What follows belongs to an exercise in optimizing a design on an open flow for small area and a short achievable clock period; a production flow would make more cautious choices. Function was checked by simulation only, so behaviour that the tests miss may differ from the original.

==> build 45: inputs <==
==> flow/design.v (excerpt) <==
module notch_filter #(
    parameter int DATA_WIDTH = 16
)(
    input  logic                    clk,
    input  logic                    rst_n,
    input  logic                    valid_i,
    input  logic signed [DATA_WIDTH-1:0] data_i,
    output logic                    valid_o,
    output logic signed [DATA_WIDTH-1:0] data_o
);
Settings: LEC_CHECK=0, CAP_MARGIN=20, CORE_MARGIN=2, CORE_UTILIZATION=40, SLEW_MARGIN=20, SYNTH_HIERARCHICAL=1; clock period 12.0 ns.
run.sh (not shown) runs the stock make flow with config.mk's settings and CLKGATE_MAP_FILE= SYNTH_SCRIPT=/design/flow/synth_recipe.tcl, a recipe that flattens the netlist after the stock synthesis.
==> build 15 (differences from build 45) <==
--- a/flow/design.v
+++ b/flow/design.v
@@ -2,21 +2,16 @@
 module nf_fa (input logic a, input logic b, input logic c, output logic s, output logic co);
     assign s = a ^ b ^ c;
     assign co = (a & b) | (a & c) | (b & c);
 endmodule
 module nf_ha (input logic a, input logic b, output logic s, output logic co);
     assign s = a ^ b;
     assign co = a & b;
 endmodule
-module nf_csa8 (input logic [7:0] a, input logic [7:0] b, input logic [7:0] c, output logic [15:0] y);
-    for (genvar i = 0; i < 8; i++) begin : g
-        nf_fa u (.a(a[i]), .b(b[i]), .c(c[i]), .s(y[i]), .co(y[8 + i]));
-    end
-endmodule
 module nf_add8 (input logic [7:0] a, input logic [7:0] b, input logic cin, output logic [8:0] y);
     logic [8:0] c;
     assign c[0] = cin;
     for (genvar i = 0; i < 8; i++) begin : g
         nf_fa u (.a(a[i]), .b(b[i]), .c(c[i]), .s(y[i]), .co(c[i + 1]));
     end
     assign y[8] = c[8];
 endmodule
@@ -494,19 +489,16 @@
     logic n590;
     logic n591;
     logic n592;
     logic n593;
     logic n594;
     logic n595;
     logic n596;
     logic n597;
-    logic xs1;
-    logic xs2;
-    logic xs3;
     logic n88_d1;
     logic n90_d1;
     logic n92_d1;
     logic n94_d1;
     logic n96_d1;
     logic n98_d1;
     logic n99_d1;
     logic n108_d1;
@@ -596,49 +588,50 @@
     logic n525_d1;
     logic n535_d1;
     logic n549_d1;
     logic n566_d1;
     logic n567_d1;
     logic n586_d1;
     logic n587_d1;
     logic xd15_1;
+    logic xd15_2;
     nf_ha u80 (.a(x[2]), .b(x[0]), .s(n80), .co(n81));
     nf_fa u82 (.a(x[3]), .b(x[1]), .c(n81), .s(n82), .co(n83));
     nf_fa u84 (.a(x[4]), .b(x[2]), .c(n83), .s(n84), .co(n85));
     nf_fa u86 (.a(x[5]), .b(x[3]), .c(n85), .s(n86), .co(n87));
     nf_fa u88 (.a(x[6]), .b(x[4]), .c(n87), .s(n88), .co(n89));
     nf_fa u90 (.a(x[7]), .b(x[5]), .c(n89), .s(n90), .co(n91));
     nf_fa u92 (.a(x[8]), .b(x[6]), .c(n91), .s(n92), .co(n93));
     nf_fa u94 (.a(x[9]), .b(x[7]), .c(n93), .s(n94), .co(n95));
     nf_fa u96 (.a(x[10]), .b(x[8]), .c(n95), .s(n96), .co(n97));
     nf_fa u98 (.a(x[11]), .b(x[9]), .c(n97), .s(n98), .co(n99));
     nf_fa u100 (.a(x[12]), .b(x[10]), .c(n99_d1), .s(n100), .co(n101));
     nf_fa u102 (.a(x[13]), .b(x[11]), .c(n101), .s(n102), .co(n103));
     nf_fa u104 (.a(x[14]), .b(x[12]), .c(n103), .s(n104), .co(n105));
-    nf_fa u106 (.a(xs1), .b(x[13]), .c(n105), .s(n106), .co(n107));
-    nf_fa u108 (.a(xs1), .b(x[14]), .c(n107), .s(n108), .co(n109));
+    nf_fa u106 (.a(x[15]), .b(x[13]), .c(n105), .s(n106), .co(n107));
+    nf_fa u108 (.a(x[15]), .b(x[14]), .c(n107), .s(n108), .co(n109));
     nf_ha u110 (.a(n86), .b(x[0]), .s(n110), .co(n111));
     nf_fa u112 (.a(n88), .b(x[1]), .c(n111), .s(n112), .co(n113));
     nf_fa u114 (.a(n90), .b(n80), .c(n113), .s(n114), .co(n115));
     nf_fa u116 (.a(n92), .b(n82), .c(n115), .s(n116), .co(n117));
     nf_fa u118 (.a(n94), .b(n84), .c(n117), .s(n118), .co(n119));
     nf_fa u120 (.a(n96), .b(n86), .c(n119), .s(n120), .co(n121));
     nf_fa u122 (.a(n98_d1), .b(n88_d1), .c(n121_d1), .s(n122), .co(n123));
     nf_fa u124 (.a(n100), .b(n90_d1), .c(n123), .s(n124), .co(n125));
     nf_fa u126 (.a(n102), .b(n92_d1), .c(n125), .s(n126), .co(n127));
     nf_fa u128 (.a(n104), .b(n94_d1), .c(n127), .s(n128), .co(n129));
     nf_fa u130 (.a(n106), .b(n96_d1), .c(n129), .s(n130), .co(n131));
     nf_fa u132 (.a(n108), .b(n98_d1), .c(n131), .s(n132), .co(n133));
     nf_fa u134 (.a(n109), .b(n100), .c(n133), .s(n134), .co(n135));
-    nf_fa u136 (.a(xs1), .b(n102), .c(n135), .s(n136), .co(n137));
-    nf_fa u138 (.a(xs1), .b(n104), .c(n137), .s(n138), .co(n139));
-    nf_fa u140 (.a(xs1), .b(n106), .c(n139), .s(n140), .co(n141));
-    nf_fa u142 (.a(xs2), .b(n108_d1), .c(n141_d1), .s(n142), .co(n143));
-    nf_fa u144 (.a(xs2), .b(n109_d1), .c(n143), .s(n144), .co(n145));
+    nf_fa u136 (.a(x[15]), .b(n102), .c(n135), .s(n136), .co(n137));
+    nf_fa u138 (.a(x[15]), .b(n104), .c(n137), .s(n138), .co(n139));
+    nf_fa u140 (.a(x[15]), .b(n106), .c(n139), .s(n140), .co(n141));
+    nf_fa u142 (.a(x[15]), .b(n108_d1), .c(n141_d1), .s(n142), .co(n143));
+    nf_fa u144 (.a(x[15]), .b(n109_d1), .c(n143), .s(n144), .co(n145));
     nf_ha u146 (.a(~x[1]), .b(~x[0]), .s(n146), .co(n147));
     nf_ha u148 (.a(~n80), .b(n147), .s(n148), .co(n149));
     nf_ha u150 (.a(~n82), .b(n149), .s(n150), .co(n151));
     nf_ha u152 (.a(~n84), .b(n151), .s(n152), .co(n153));
     nf_ha u154 (.a(~n110), .b(n153), .s(n154), .co(n155));
     nf_ha u156 (.a(~n112), .b(n155), .s(n156), .co(n157));
     nf_ha u158 (.a(~n114), .b(n157), .s(n158), .co(n159));
     nf_ha u160 (.a(~n116), .b(n159), .s(n160), .co(n161));
@@ -655,46 +648,46 @@
     nf_fa u182 (.a(x[7]), .b(~n138_d1), .c(n181_d1), .s(n182), .co(n183));
     nf_fa u184 (.a(x[8]), .b(~n140_d1), .c(n183), .s(n184), .co(n185));
     nf_fa u186 (.a(x[9]), .b(~n142), .c(n185), .s(n186), .co(n187));
     nf_fa u188 (.a(x[10]), .b(~n144), .c(n187), .s(n188), .co(n189));
     nf_fa u190 (.a(x[11]), .b(~n145), .c(n189), .s(n190), .co(n191));
     nf_fa u192 (.a(x[12]), .b(~n145), .c(n191), .s(n192), .co(n193));
     nf_fa u194 (.a(x[13]), .b(~n145), .c(n193), .s(n194), .co(n195));
     nf_fa u196 (.a(x[14]), .b(~n145), .c(n195), .s(n196), .co(n197));
-    nf_fa u198 (.a(xs2), .b(~n145), .c(n197), .s(n198), .co(n199));
-    nf_fa u200 (.a(xs2), .b(~n145), .c(n199), .s(n200), .co(n201));
+    nf_fa u198 (.a(x[15]), .b(~n145), .c(n197), .s(n198), .co(n199));
+    nf_fa u200 (.a(x[15]), .b(~n145), .c(n199), .s(n200), .co(n201));
     nf_fa u208 (.a(x[3]), .b(n146), .c(n81), .s(n208), .co(n209));
     nf_fa u210 (.a(x[4]), .b(n148), .c(n209), .s(n210), .co(n211));
     nf_fa u212 (.a(x[5]), .b(n150), .c(n211), .s(n212), .co(n213));
     nf_fa u214 (.a(x[6]), .b(n152), .c(n213), .s(n214), .co(n215));
     nf_fa u216 (.a(x[7]), .b(n154), .c(n215), .s(n216), .co(n217));
     nf_fa u218 (.a(x[8]), .b(n156), .c(n217), .s(n218), .co(n219));
     nf_fa u220 (.a(x[9]), .b(n158), .c(n219), .s(n220), .co(n221));
     nf_fa u222 (.a(x[10]), .b(n160), .c(n221), .s(n222), .co(n223));
     nf_fa u224 (.a(x[11]), .b(n162_d1), .c(n223_d1), .s(n224), .co(n225));
     nf_fa u226 (.a(x[12]), .b(n164), .c(n225), .s(n226), .co(n227));
     nf_fa u228 (.a(x[13]), .b(n166), .c(n227), .s(n228), .co(n229));
     nf_fa u230 (.a(x[14]), .b(n168), .c(n229), .s(n230), .co(n231));
-    nf_fa u232 (.a(xs1), .b(n170), .c(n231), .s(n232), .co(n233));
-    nf_fa u234 (.a(xs1), .b(n172), .c(n233), .s(n234), .co(n235));
-    nf_fa u236 (.a(xs1), .b(n174), .c(n235), .s(n236), .co(n237));
-    nf_fa u238 (.a(xs1), .b(n176), .c(n237), .s(n238), .co(n239));
-    nf_fa u240 (.a(xs1), .b(n178), .c(n239), .s(n240), .co(n241));
-    nf_fa u242 (.a(xs2), .b(n180_d1), .c(n241_d1), .s(n242), .co(n243));
-    nf_fa u244 (.a(xs2), .b(n182), .c(n243), .s(n244), .co(n245));
-    nf_fa u246 (.a(xs2), .b(n184), .c(n245), .s(n246), .co(n247));
-    nf_fa u248 (.a(xs2), .b(n186), .c(n247), .s(n248), .co(n249));
-    nf_fa u250 (.a(xs2), .b(n188), .c(n249), .s(n250), .co(n251));
-    nf_fa u252 (.a(xs2), .b(n190), .c(n251), .s(n252), .co(n253));
-    nf_fa u254 (.a(xs2), .b(n192), .c(n253), .s(n254), .co(n255));
-    nf_fa u256 (.a(xs2), .b(n194), .c(n255), .s(n256), .co(n257));
-    nf_fa u258 (.a(xs2), .b(n196), .c(n257), .s(n258), .co(n259));
-    nf_fa u260 (.a(xs2), .b(n198), .c(n259), .s(n260), .co(n261));
-    nf_fa u262 (.a(xs3), .b(n200_d1), .c(n261_d1), .s(n262), .co(n263));
+    nf_fa u232 (.a(x[15]), .b(n170), .c(n231), .s(n232), .co(n233));
+    nf_fa u234 (.a(x[15]), .b(n172), .c(n233), .s(n234), .co(n235));
+    nf_fa u236 (.a(x[15]), .b(n174), .c(n235), .s(n236), .co(n237));
+    nf_fa u238 (.a(x[15]), .b(n176), .c(n237), .s(n238), .co(n239));
+    nf_fa u240 (.a(x[15]), .b(n178), .c(n239), .s(n240), .co(n241));
+    nf_fa u242 (.a(x[15]), .b(n180_d1), .c(n241_d1), .s(n242), .co(n243));
+    nf_fa u244 (.a(x[15]), .b(n182), .c(n243), .s(n244), .co(n245));
+    nf_fa u246 (.a(x[15]), .b(n184), .c(n245), .s(n246), .co(n247));
+    nf_fa u248 (.a(x[15]), .b(n186), .c(n247), .s(n248), .co(n249));
+    nf_fa u250 (.a(x[15]), .b(n188), .c(n249), .s(n250), .co(n251));
+    nf_fa u252 (.a(x[15]), .b(n190), .c(n251), .s(n252), .co(n253));
+    nf_fa u254 (.a(x[15]), .b(n192), .c(n253), .s(n254), .co(n255));
+    nf_fa u256 (.a(x[15]), .b(n194), .c(n255), .s(n256), .co(n257));
+    nf_fa u258 (.a(x[15]), .b(n196), .c(n257), .s(n258), .co(n259));
+    nf_fa u260 (.a(x[15]), .b(n198), .c(n259), .s(n260), .co(n261));
+    nf_fa u262 (.a(x[15]), .b(n200_d1), .c(n261_d1), .s(n262), .co(n263));
     nf_ha u266 (.a(s1[0]), .b(x[0]), .s(n266), .co(n267));
     nf_fa u268 (.a(s1[1]), .b(x[1]), .c(n267), .s(n268), .co(n269));
     nf_fa u270 (.a(s1[2]), .b(n80), .c(n269), .s(n270), .co(n271));
     nf_fa u272 (.a(s1[3]), .b(n208), .c(n271), .s(n272), .co(n273));
     nf_fa u274 (.a(s1[4]), .b(n210), .c(n273), .s(n274), .co(n275));
     nf_fa u276 (.a(s1[5]), .b(n212), .c(n275), .s(n276), .co(n277));
     nf_fa u278 (.a(s1[6]), .b(n214), .c(n277), .s(n278), .co(n279));
     nf_fa u280 (.a(s1[7]), .b(n216), .c(n279), .s(n280), .co(n281));
@@ -732,20 +725,20 @@
     nf_fa u362 (.a(x[7]), .b(~n308), .c(n361), .s(n362), .co(n363));
     nf_fa u364 (.a(x[8]), .b(~n310), .c(n363), .s(n364), .co(n365));
     nf_fa u366 (.a(x[9]), .b(~n312), .c(n365), .s(n366), .co(n367));
     nf_fa u368 (.a(x[10]), .b(~n314), .c(n367), .s(n368), .co(n369));
     nf_fa u370 (.a(x[11]), .b(~n316), .c(n369), .s(n370), .co(n371));
     nf_fa u372 (.a(x[12]), .b(~n318), .c(n371), .s(n372), .co(n373));
     nf_fa u374 (.a(x[13]), .b(s1[27]), .c(n373_d1), .s(n374), .co(n375));
     nf_fa u376 (.a(x[14]), .b(~n322), .c(n375), .s(n376), .co(n377));
-    nf_fa u378 (.a(xs3), .b(~n324), .c(n377), .s(n378), .co(n379));
-    nf_fa u380 (.a(xs3), .b(~n326), .c(n379), .s(n380), .co(n381));
-    nf_fa u382 (.a(xs3), .b(~n328), .c(n381), .s(n382), .co(n383));
-    nf_fa u384 (.a(xs3), .b(~n328), .c(n383), .s(n384), .co(n385));
+    nf_fa u378 (.a(x[15]), .b(~n324), .c(n377), .s(n378), .co(n379));
+    nf_fa u380 (.a(x[15]), .b(~n326), .c(n379), .s(n380), .co(n381));
+    nf_fa u382 (.a(x[15]), .b(~n328), .c(n381), .s(n382), .co(n383));
+    nf_fa u384 (.a(x[15]), .b(~n328), .c(n383), .s(n384), .co(n385));
     nf_ha u412 (.a(~n350), .b(~n348), .s(n412), .co(n413));
     nf_fa u414 (.a(n352_d1), .b(n350_d1), .c(~n413_d1), .s(n414), .co(n415));
     nf_fa u416 (.a(~n354), .b(n352_d1), .c(n415), .s(n416), .co(n417));
     nf_fa u418 (.a(n356), .b(n354), .c(~n417), .s(n418), .co(n419));
     nf_fa u420 (.a(n358), .b(n356), .c(n419), .s(n420), .co(n421));
     nf_fa u422 (.a(n360), .b(n358), .c(n421), .s(n422), .co(n423));
     nf_fa u424 (.a(n362), .b(n360), .c(n423), .s(n424), .co(n425));
     nf_fa u426 (.a(n364), .b(n362), .c(n425), .s(n426), .co(n427));
@@ -830,19 +823,16 @@
     nf_fa u584 (.a(n520), .b(s2[25]), .c(n583), .s(n584), .co(n585));
     nf_fa u586 (.a(n522), .b(s2[26]), .c(n585), .s(n586), .co(n587));
     nf_fa u588 (.a(n524_d1), .b(s2[27]), .c(n587_d1), .s(n588), .co(n589));
     nf_fa u590 (.a(n526), .b(s2[28]), .c(n589), .s(n590), .co(n591));
     nf_fa u592 (.a(n528), .b(s2[29]), .c(n591), .s(n592), .co(n593));
     nf_fa u594 (.a(n530), .b(s2[30]), .c(n593), .s(n594), .co(n595));
     nf_fa u596 (.a(n532), .b(s2[31]), .c(n595), .s(n596), .co(n597));
     always_ff @(posedge clk) begin
-        xs1 <= x[15];
-        xs2 <= xs1;
-        xs3 <= xs2;
         n88_d1 <= n88;
         n90_d1 <= n90;
         n92_d1 <= n92;
         n94_d1 <= n94;
         n96_d1 <= n96;
         n98_d1 <= n98;
         n99_d1 <= n99;
         n108_d1 <= n108;
@@ -932,16 +922,17 @@
         n525_d1 <= n525;
         n535_d1 <= n535;
         n549_d1 <= n549;
         n566_d1 <= n566;
         n567_d1 <= n567;
         n586_d1 <= n586;
         n587_d1 <= n587;
         xd15_1 <= x[15];
+        xd15_2 <= xd15_1;
         if (valid_i) x <= data_i;
     end
     always_ff @(posedge clk or negedge rst_n) begin
         if (!rst_n) begin
             p  <= '0;
             s1 <= '0;
             s2 <= '0;
         end else begin
@@ -1003,46 +994,45 @@
         end
     end
     logic [15:0] ds_xq1;
     logic [15:0] ds_xq2;
     logic [15:0] ds_xq3;
     logic [7:0] ds_x, ds_q, ds_d, ds_e, ds_e5, ds_e165, ds_t2, ds_s2;
     logic [7:0] ds_rd, ds_rd1, ds_rd2, ds_rd3, ds_re, ds_re165, ds_dr, ds_qr;
     logic [1:0] ds_eh, ds_e165h;
-    logic [6:0] ds_e5h;
-    logic [7:0] ds_re5, ds_v, ds_w;
-    logic [15:0] ds_cs;
+    logic [4:0] ds_e5h;
     logic ds_ca1, ds_ca2, ds_cb1, ds_cb2, ds_cc1, ds_cc2;
     logic [8:0] ds_sa1, ds_sa2, ds_sb1, ds_sb2, ds_sc1, ds_sc2;
     nf_add8 u_ds_sa2 (.a(ds_dr), .b(ds_qr), .cin(p[4] | ds_ca2), .y(ds_sa2));
     assign ds_e = ds_sa2[7:0];
     nf_add8 u_ds_sb1 (.a(ds_e), .b({ds_e[5:0], p[4] ? 2'b0 : ds_eh}), .cin(~p[4] & ds_cb1), .y(ds_sb1));
     assign ds_e5 = ds_sb1[7:0];
-    nf_add8 u_ds_sc1 (.a(ds_e), .b({p[4] ? 2'b0 : ds_rd1[1:0], (p[4] | p[5]) ? 6'b0 : ds_rd2[7:2]}), .cin(~p[4] & ds_cc1), .y(ds_sc1));
+    nf_add8 u_ds_sb2 (.a(ds_e5), .b({ds_e5[2:0], p[4] ? 5'b0 : ds_e5h}), .cin(~p[4] & ds_cb2), .y(ds_sb2));
+    assign ds_e165 = ds_sb2[7:0];
+    nf_add8 u_ds_sc1 (.a(ds_re), .b({p[5] ? 2'b0 : ds_rd2[1:0], (p[5] | p[6]) ? 6'b0 : ds_rd3[7:2]}), .cin(~p[5] & ds_cc1), .y(ds_sc1));
     assign ds_t2 = ds_sc1[7:0];
-    assign ds_v = ~{ds_re5[5:0], p[5] ? 2'b0 : ds_e5h[6:5]};
-    assign ds_w = ~{ds_re5[0], p[5] ? 7'b0 : ds_e5h};
-    nf_csa8 u_ds_cs (.a(ds_re), .b(ds_v), .c(ds_w), .y(ds_cs));
-    nf_add8 u_ds_sc2 (.a(ds_cs[7:0]), .b({ds_cs[14:8], p[5] | ds_cb2}), .cin(p[5] | ds_cc2), .y(ds_sc2));
+    nf_add8 u_ds_sc2 (.a(ds_t2), .b(~{ds_re165[5:0], p[5] ? 2'b0 : ds_e165h}), .cin(p[5] | ds_cc2), .y(ds_sc2));
     assign ds_s2 = ds_sc2[7:0];
     always_ff @(posedge clk) begin
         ds_dr <= p[3] ? {n362, n360, n358, n356, n354, ~n352_d1, ~n350_d1, ~n348_d1} : p[4] ? {n378, n376, n374, n372_d1, n370_d1, n368_d1, n366_d1, n364_d1} : p[5] ? {n384_d1, n384_d1, n384_d1, n384_d1, n384_d1, n384_d1, n382_d1, n380_d1} : {n384_d2, n384_d2, n384_d2, n384_d2, n384_d2, n384_d2, n384_d2, n384_d2};
         ds_qr <= p[3] ? {~n308, ~n306, ~n304, ~n302_d1, s1[17], s1[16], s1[15], s1[14]} : p[4] ? {~n324, ~n322, s1[27], s1[26], s1[25], s1[24], s1[23], s1[22]} : p[5] ? {s1[31], s1[31], s1[31], s1[31], s1[31], s1[31], s1[31], s1[30]} : {s1[31], s1[31], s1[31], s1[31], s1[31], s1[31], s1[31], s1[31]};
         ds_ca2 <= ds_sa2[8];
         ds_cb1 <= ds_sb1[8];
-        ds_cb2 <= ds_cs[15];
+        ds_cb2 <= ds_sb2[8];
         ds_eh <= ds_e[7:6];
-        ds_e5h <= ds_re5[7:1];
-        ds_re <= ds_t2;
-        ds_re5 <= ds_e5;
+        ds_e5h <= ds_e5[7:3];
+        ds_re <= ds_e;
+        ds_re165 <= ds_e165;
         ds_rd1 <= ds_dr;
         ds_rd2 <= ds_rd1;
+        ds_rd3 <= ds_rd2;
         ds_cc1 <= ds_sc1[8];
         ds_cc2 <= ds_sc2[8];
+        ds_e165h <= ds_re165[7:6];
     end
     assign valid_o = p[4];
     assign data_o[0] = ~s1[14];
     assign data_o[1] = ~s1[15];
     assign data_o[2] = ~s1[16];
     assign data_o[3] = ~s1[17];
     assign data_o[4] = ~s1[18];
     assign data_o[5] = ~s1[19];
==> comparison table <==
Status: build 45 no timing/DRC/antenna violations; build 15 no timing/DRC/antenna violations
Routed wire length: build 45 24.2 mm; build 15 25.3 mm
Wire length of the first global-routing pass: build 45 38.5 mm; build 15 40.7 mm
Final HPWL DP: build 45 19.1 mm; build 15 20.0 mm
Sequential cell count: build 45 247; build 15 250
Hold EP: build 45 ds_rd2[5]; build 15 ds_rd3[7]
Delay of the slowest cell on the worst path: build 45 0.50 ns; build 15 0.59 ns
Fraction of registers with async set or reset after synthesis: build 45 29.1%; build 15 28.8%
Die boundary height: build 45 180 um; build 15 181 um
Area occupied by multi-input gates: build 45 0.00655 mm2; build 15 0.00657 mm2
Share of final layout cell area taken by clock buffers and inverters: build 45 7.21%; build 15 6.63%
Count of filler cells inserted in the layout: build 45 2,670; build 15 2,739
Count of non-CTS buffers in the layout: build 45 39; build 15 40
Cell area after synthesis: build 45 0.0124 mm2; build 15 0.0125 mm2
Area share of fa/ha/maj cells after synthesis: build 45 42.8%; build 15 42.4%
Synthesized-area fraction occupied by ao, oa, aoi and oai cells: build 45 2.70%; build 15 2.78%
Share of the synthesized area in the top cell type: build 45 40.8%; build 15 40.6%
Post-Route M1 WL: build 45 11.6 mm; build 15 11.3 mm
WL met2: build 45 10.8 mm; build 15 11.9 mm
Yosys reg bits: build 45 247; build 15 250
Slew Limit Headroom: build 45 33.1%; build 15 46.3%

[afterwards: timing with drivers on the ports]
Ports are ideal in the flow. The routed layouts listed here were re-timed in OpenROAD. Step 1 (the two cells are an assumption about what drives the block):
set clk [get_ports {clk}]
set_driving_cell -lib_cell sky130_fd_sc_hd__clkbuf_16 $clk
set_driving_cell -lib_cell sky130_fd_sc_hd__buf_2 [delete_from_list [all_inputs] $clk]
Step 2, shift: input delay + t, output delay - t, t = (earliest + latest rising clock arrival at the registers) / 2. This alone moves slack from input paths to output paths. Three values: ideal, step 1, step 2; two values: the first two.
| run | t (ns) | setup slack, ns | hold slack, ns | worst setup path after step 2 | worst slew at a driven data input, ns |
|---|---|---|---|---|---|
| build 45 | 0.579 | 6.676 / 6.676 / 6.676 | 0.327 / 0.327 / 0.327 | register to register | 0.03 |
| build 15 | 0.579 | 6.546 / 6.546 / 6.546 | 0.324 / 0.324 / 0.324 | register to register | 0.04 |
After both steps setup and hold are still met in every run listed.
